Context: an optimization exercise on an open-source flow, tuned for small area and a short achievable clock period. The choices shown serve that exercise and are no tape-out recipe.
The RTL was checked by simulation tests, not by an equivalence proof against the original design.
Power is estimated from default activity; no workload was simulated.

==> job 2562 <==
## SystolicArrayWS
module SystolicArrayWS #(
    parameter ARR_WIDTH  = 8,
    parameter ARR_HEIGHT = 8,
    parameter WORD_WIDTH = 8
) (
    input clk,
    input reset_n,
    input [1:0] control,
    input [WORD_WIDTH*ARR_WIDTH-1:0]  w_in_vec,
    input [WORD_WIDTH*ARR_HEIGHT-1:0] a_in_vec,
    output [WORD_WIDTH*4*ARR_WIDTH-1:0] ps_out_vec
);
clock: 11.0 ns
lec_check: 0
cap_margin: 20
core_margin: 2
core_utilization: 55
setup_slack_margin: 5.0
slew_margin: 20
synth_hierarchical: 1
synth_minimum_keep_size: 0
run.sh (not shown) runs the stock make flow with config.mk's settings and CLKGATE_MAP_FILE= SYNTH_SCRIPT=/design/flow/synth_recipe.tcl, a recipe that flattens the netlist after the stock synthesis.
==> job 6993: changes against job 2562 <==
- SETUP_SLACK_MARGIN: 5.0 -> not set
==> impl_results.md <==
* Routed length per instance at 22.3 um
* Static power due to leakage at 104 nW
* Maximum vdd ir drop at 102 uV
* Run status: timing/DRC/antenna clean
* Hold_ws at 0.481 ns
* Period utilisation layout at 53.7%
* Combinational cell fraction of total power at 4.0%
* Nets at 20300
* Fin worst setup slack at 5.09 ns
* Total wire length at 453000 um
* Setup slack of the most critical reg-to-reg path at 5.93 ns
[end of results for job 2562]
==> impl_results.md <==
* Run status: timing/DRC/antenna clean
* Combinational cell fraction of total power at 3.9%
* Fin worst setup slack at 4.05 ns
* Static power due to leakage at 104 nW
* Nets at 20300
* Setup slack of the most critical reg-to-reg path at 5.91 ns
* Total wire length at 452000 um
* Period utilisation layout at 63.2%
[end of results for job 6993]

==> try-juniper: inputs <==
SystolicArrayWS, a different RTL version from the one above (not shown whole).
## SystolicArrayWS
module SystolicArrayWS #(
    parameter ARR_WIDTH  = 8,
    parameter ARR_HEIGHT = 8,
    parameter WORD_WIDTH = 8
) (
    input clk,
    input reset_n,
    input [1:0] control,
    input [WORD_WIDTH*ARR_WIDTH-1:0]  w_in_vec,
    input [WORD_WIDTH*ARR_HEIGHT-1:0] a_in_vec,
    output [WORD_WIDTH*4*ARR_WIDTH-1:0] ps_out_vec
);
clock: 11.0 ns
lec_check: 0
cap_margin: 20
core_margin: 2
core_utilization: 40
slew_margin: 20
==> try-cedar: changes against try-juniper <==
--- a/flow/design.v
+++ b/flow/design.v
@@ -113,16 +113,11 @@
     FA u_s81 (.a(c58), .b(s59), .ci(pp[61]), .s(s81), .co(c82));
     wire s83, c84;
     FA u_s83 (.a(c60), .b(pp[55]), .ci(pp[62]), .s(s83), .co(c84));
     wire [15:0] x = {1'b0, c84, c82, c80, c78, c76, c74, c72, c70, c68, c66, c64, c62, s61, pp[1], pp[0]};
     wire [15:0] z = {1'b0, pp[63], s83, s81, s79, s77, s75, s73, s71, s69, s67, s65, s63, pp[16], pp[8], 1'b0};
-    wire [16:0] cc;
-    assign cc[0] = 1'b0;
-    genvar k;
-    generate for (k = 0; k < 16; k = k + 1) begin : g_rc
-        FA u_fa (.a(x[k]), .b(z[k]), .ci(cc[k]), .s(y[k]), .co(cc[k+1]));
-    end endgenerate
+    assign y = x + z;
 endmodule
 module MAC_R1 (
     input  [7:0] w,
     input  [7:0] a,
     input  [15:0] p,
@@ -247,16 +242,11 @@
     FA u_s109 (.a(c82), .b(s83), .ci(p[13]), .s(s109), .co(c110));
     wire s111, c112;
     FA u_s111 (.a(c84), .b(pp[63]), .ci(p[14]), .s(s111), .co(c112));
     wire [16:0] x = {1'b0, c112, c110, c108, c106, c104, c102, c100, c98, c96, c94, c92, c90, c88, c86, s85, pp[0]};
     wire [16:0] z = {1'b0, p[15], s111, s109, s107, s105, s103, s101, s99, s97, s95, s93, s91, s89, s87, p[1], p[0]};
-    wire [17:0] cc;
-    assign cc[0] = 1'b0;
-    genvar k;
-    generate for (k = 0; k < 17; k = k + 1) begin : g_rc
-        FA u_fa (.a(x[k]), .b(z[k]), .ci(cc[k]), .s(y[k]), .co(cc[k+1]));
-    end endgenerate
+    assign y = x + z;
 endmodule
 module MAC_R2 (
     input  [7:0] w,
     input  [7:0] a,
     input  [16:0] p,
@@ -381,16 +371,11 @@
     FA u_s109 (.a(c82), .b(s83), .ci(p[13]), .s(s109), .co(c110));
     wire s111, c112;
     FA u_s111 (.a(c84), .b(pp[63]), .ci(p[14]), .s(s111), .co(c112));
     wire [17:0] x = {1'b0, p[16], c112, c110, c108, c106, c104, c102, c100, c98, c96, c94, c92, c90, c88, c86, s85, pp[0]};
     wire [17:0] z = {1'b0, 1'b0, p[15], s111, s109, s107, s105, s103, s101, s99, s97, s95, s93, s91, s89, s87, p[1], p[0]};
-    wire [18:0] cc;
-    assign cc[0] = 1'b0;
-    genvar k;
-    generate for (k = 0; k < 18; k = k + 1) begin : g_rc
-        FA u_fa (.a(x[k]), .b(z[k]), .ci(cc[k]), .s(y[k]), .co(cc[k+1]));
-    end endgenerate
+    assign y = x + z;
 endmodule
 module MAC_R3 (
     input  [7:0] w,
     input  [7:0] a,
     input  [17:0] p,
@@ -515,16 +500,11 @@
     FA u_s109 (.a(c82), .b(s83), .ci(p[13]), .s(s109), .co(c110));
     wire s111, c112;
     FA u_s111 (.a(c84), .b(pp[63]), .ci(p[14]), .s(s111), .co(c112));
     wire [17:0] x = {p[17], p[16], c112, c110, c108, c106, c104, c102, c100, c98, c96, c94, c92, c90, c88, c86, s85, pp[0]};
     wire [17:0] z = {1'b0, 1'b0, p[15], s111, s109, s107, s105, s103, s101, s99, s97, s95, s93, s91, s89, s87, p[1], p[0]};
-    wire [18:0] cc;
-    assign cc[0] = 1'b0;
-    genvar k;
-    generate for (k = 0; k < 18; k = k + 1) begin : g_rc
-        FA u_fa (.a(x[k]), .b(z[k]), .ci(cc[k]), .s(y[k]), .co(cc[k+1]));
-    end endgenerate
+    assign y = x + z;
 endmodule
 module MAC_R4 (
     input  [7:0] w,
     input  [7:0] a,
     input  [17:0] p,
@@ -649,16 +629,11 @@
     FA u_s109 (.a(c82), .b(s83), .ci(p[13]), .s(s109), .co(c110));
     wire s111, c112;
     FA u_s111 (.a(c84), .b(pp[63]), .ci(p[14]), .s(s111), .co(c112));
     wire [18:0] x = {1'b0, p[17], p[16], c112, c110, c108, c106, c104, c102, c100, c98, c96, c94, c92, c90, c88, c86, s85, pp[0]};
     wire [18:0] z = {1'b0, 1'b0, 1'b0, p[15], s111, s109, s107, s105, s103, s101, s99, s97, s95, s93, s91, s89, s87, p[1], p[0]};
-    wire [19:0] cc;
-    assign cc[0] = 1'b0;
-    genvar k;
-    generate for (k = 0; k < 19; k = k + 1) begin : g_rc
-        FA u_fa (.a(x[k]), .b(z[k]), .ci(cc[k]), .s(y[k]), .co(cc[k+1]));
-    end endgenerate
+    assign y = x + z;
 endmodule
 module MAC_R5 (
     input  [7:0] w,
     input  [7:0] a,
     input  [18:0] p,
@@ -783,16 +758,11 @@
     FA u_s109 (.a(c82), .b(s83), .ci(p[13]), .s(s109), .co(c110));
     wire s111, c112;
     FA u_s111 (.a(c84), .b(pp[63]), .ci(p[14]), .s(s111), .co(c112));
     wire [18:0] x = {p[18], p[17], p[16], c112, c110, c108, c106, c104, c102, c100, c98, c96, c94, c92, c90, c88, c86, s85, pp[0]};
     wire [18:0] z = {1'b0, 1'b0, 1'b0, p[15], s111, s109, s107, s105, s103, s101, s99, s97, s95, s93, s91, s89, s87, p[1], p[0]};
-    wire [19:0] cc;
-    assign cc[0] = 1'b0;
-    genvar k;
-    generate for (k = 0; k < 19; k = k + 1) begin : g_rc
-        FA u_fa (.a(x[k]), .b(z[k]), .ci(cc[k]), .s(y[k]), .co(cc[k+1]));
-    end endgenerate
+    assign y = x + z;
 endmodule
 module MAC_R6 (
     input  [7:0] w,
     input  [7:0] a,
     input  [18:0] p,
@@ -917,16 +887,11 @@
     FA u_s109 (.a(c82), .b(s83), .ci(p[13]), .s(s109), .co(c110));
     wire s111, c112;
     FA u_s111 (.a(c84), .b(pp[63]), .ci(p[14]), .s(s111), .co(c112));
     wire [18:0] x = {p[18], p[17], p[16], c112, c110, c108, c106, c104, c102, c100, c98, c96, c94, c92, c90, c88, c86, s85, pp[0]};
     wire [18:0] z = {1'b0, 1'b0, 1'b0, p[15], s111, s109, s107, s105, s103, s101, s99, s97, s95, s93, s91, s89, s87, p[1], p[0]};
-    wire [19:0] cc;
-    assign cc[0] = 1'b0;
-    genvar k;
-    generate for (k = 0; k < 19; k = k + 1) begin : g_rc
-        FA u_fa (.a(x[k]), .b(z[k]), .ci(cc[k]), .s(y[k]), .co(cc[k+1]));
-    end endgenerate
+    assign y = x + z;
 endmodule
 module MAC_R7 (
     input  [7:0] w,
     input  [7:0] a,
     input  [18:0] p,
@@ -1051,16 +1016,11 @@
     FA u_s109 (.a(c82), .b(s83), .ci(p[13]), .s(s109), .co(c110));
     wire s111, c112;
     FA u_s111 (.a(c84), .b(pp[63]), .ci(p[14]), .s(s111), .co(c112));
     wire [18:0] x = {p[18], p[17], p[16], c112, c110, c108, c106, c104, c102, c100, c98, c96, c94, c92, c90, c88, c86, s85, pp[0]};
     wire [18:0] z = {1'b0, 1'b0, 1'b0, p[15], s111, s109, s107, s105, s103, s101, s99, s97, s95, s93, s91, s89, s87, p[1], p[0]};
-    wire [19:0] cc;
-    assign cc[0] = 1'b0;
-    genvar k;
-    generate for (k = 0; k < 19; k = k + 1) begin : g_rc
-        FA u_fa (.a(x[k]), .b(z[k]), .ci(cc[k]), .s(y[k]), .co(cc[k+1]));
-    end endgenerate
+    assign y = x + z;
 endmodule
 module ProcessingElementWS #(
     parameter ROW      = 0,
     parameter PS_IN_W  = 1,     
     parameter PS_OUT_W = 16
==> qor summary <==
Switching part of the total power: try-cedar 0.253; try-juniper 0.246
Share of the final layout cell area in multi-input gates: try-cedar 0.614; try-juniper 0.584
Maximum ir drop on the vdd rail: try-cedar 0.106 mV; try-juniper 0.112 mV
Sequential Power: try-cedar 8.30 mW; try-juniper 8.29 mW
Total number of nets in the final design: try-cedar 28875; try-juniper 22993
Status: try-cedar finished clean; try-juniper finished clean
Avg Inst Size Synth: try-cedar 9.24 sq um; try-juniper 11.1 sq um
Clock tree buffer count of the final layout: try-cedar 395; try-juniper 368
Sequential share of cell area: try-cedar 0.221; try-juniper 0.244
Number of detailed-routing iterations run before antenna repair: try-cedar 6; try-juniper 5
Measured slew at the worst slew-check pin: try-cedar 1.13 ns; try-juniper 1.16 ns
Launch point of the worst path: try-cedar control[0]; try-juniper g_row[7].g_col[2].pe_unit.a_reg[2]
Met1 routed wirelength after detailed routing: try-cedar 281 mm; try-juniper 235 mm
Die extent in y: try-cedar 763 um; try-juniper 724 um
Maximum clock skew at final layout: try-cedar 0.0525 ns; try-juniper 0.0629 ns
Antenna cell count: try-cedar 5; try-juniper 4
Worst endpoint required time: try-cedar 8.80 ns; try-juniper 11.82 ns
Startpoint of the most critical register-to-register path: try-cedar g_row[7].g_col[7].pe_unit.w_reg[2]; try-juniper g_row[7].g_col[2].pe_unit.a_reg[2]
Global-route wire length before repair: try-cedar 914 mm; try-juniper 783 mm
Slew Limit Headroom: try-cedar 0.247; try-juniper 0.224
Total power: try-cedar 18.7 mW; try-juniper 19.0 mW
Number of cells traversed by the worst register-to-register path: try-cedar 17; try-juniper 23

## afterwards: timing with drivers on the ports
The flow's constraints put no driver on any port. The routed layouts listed below were extracted and timed again, unchanged, in two steps. Step 1 assumes that a clkbuf_16 drives the clock port and a buf_2 every other input. Step 2 moves the port delays by t, midway between the first and last clock arrival at a register: inputs arrive t later, outputs are due t later. That takes back most of the time a late clock gives input paths. a / b / c = ideal ports / drivers / drivers and shift; a / b = the first two.
run	t (ns)	setup slack, ns	hold slack, ns	worst setup path at the end	worst data-port slew with drivers (ns)
job 2562	1.022	5.090 / 5.062 / 5.062	0.481 / 0.481 / 0.481	input to output	0.08
job 6993	1.020	4.052 / 4.026 / 4.026	0.482 / 0.482 / 0.482	input to output	0.08
try-juniper	1.050	2.334 / 2.334 / 2.334	0.479 / 0.479 / 0.479	register to register	0.18
try-cedar	1.088	3.498 / 3.472 / 3.472	0.467 / 0.467 / 0.467	input to output	0.10
After both steps setup and hold are still met in every run listed. For job 2562, which loses most, drivers alone change the setup slack by -0.028 ns; drivers and shift together by -0.028 ns.
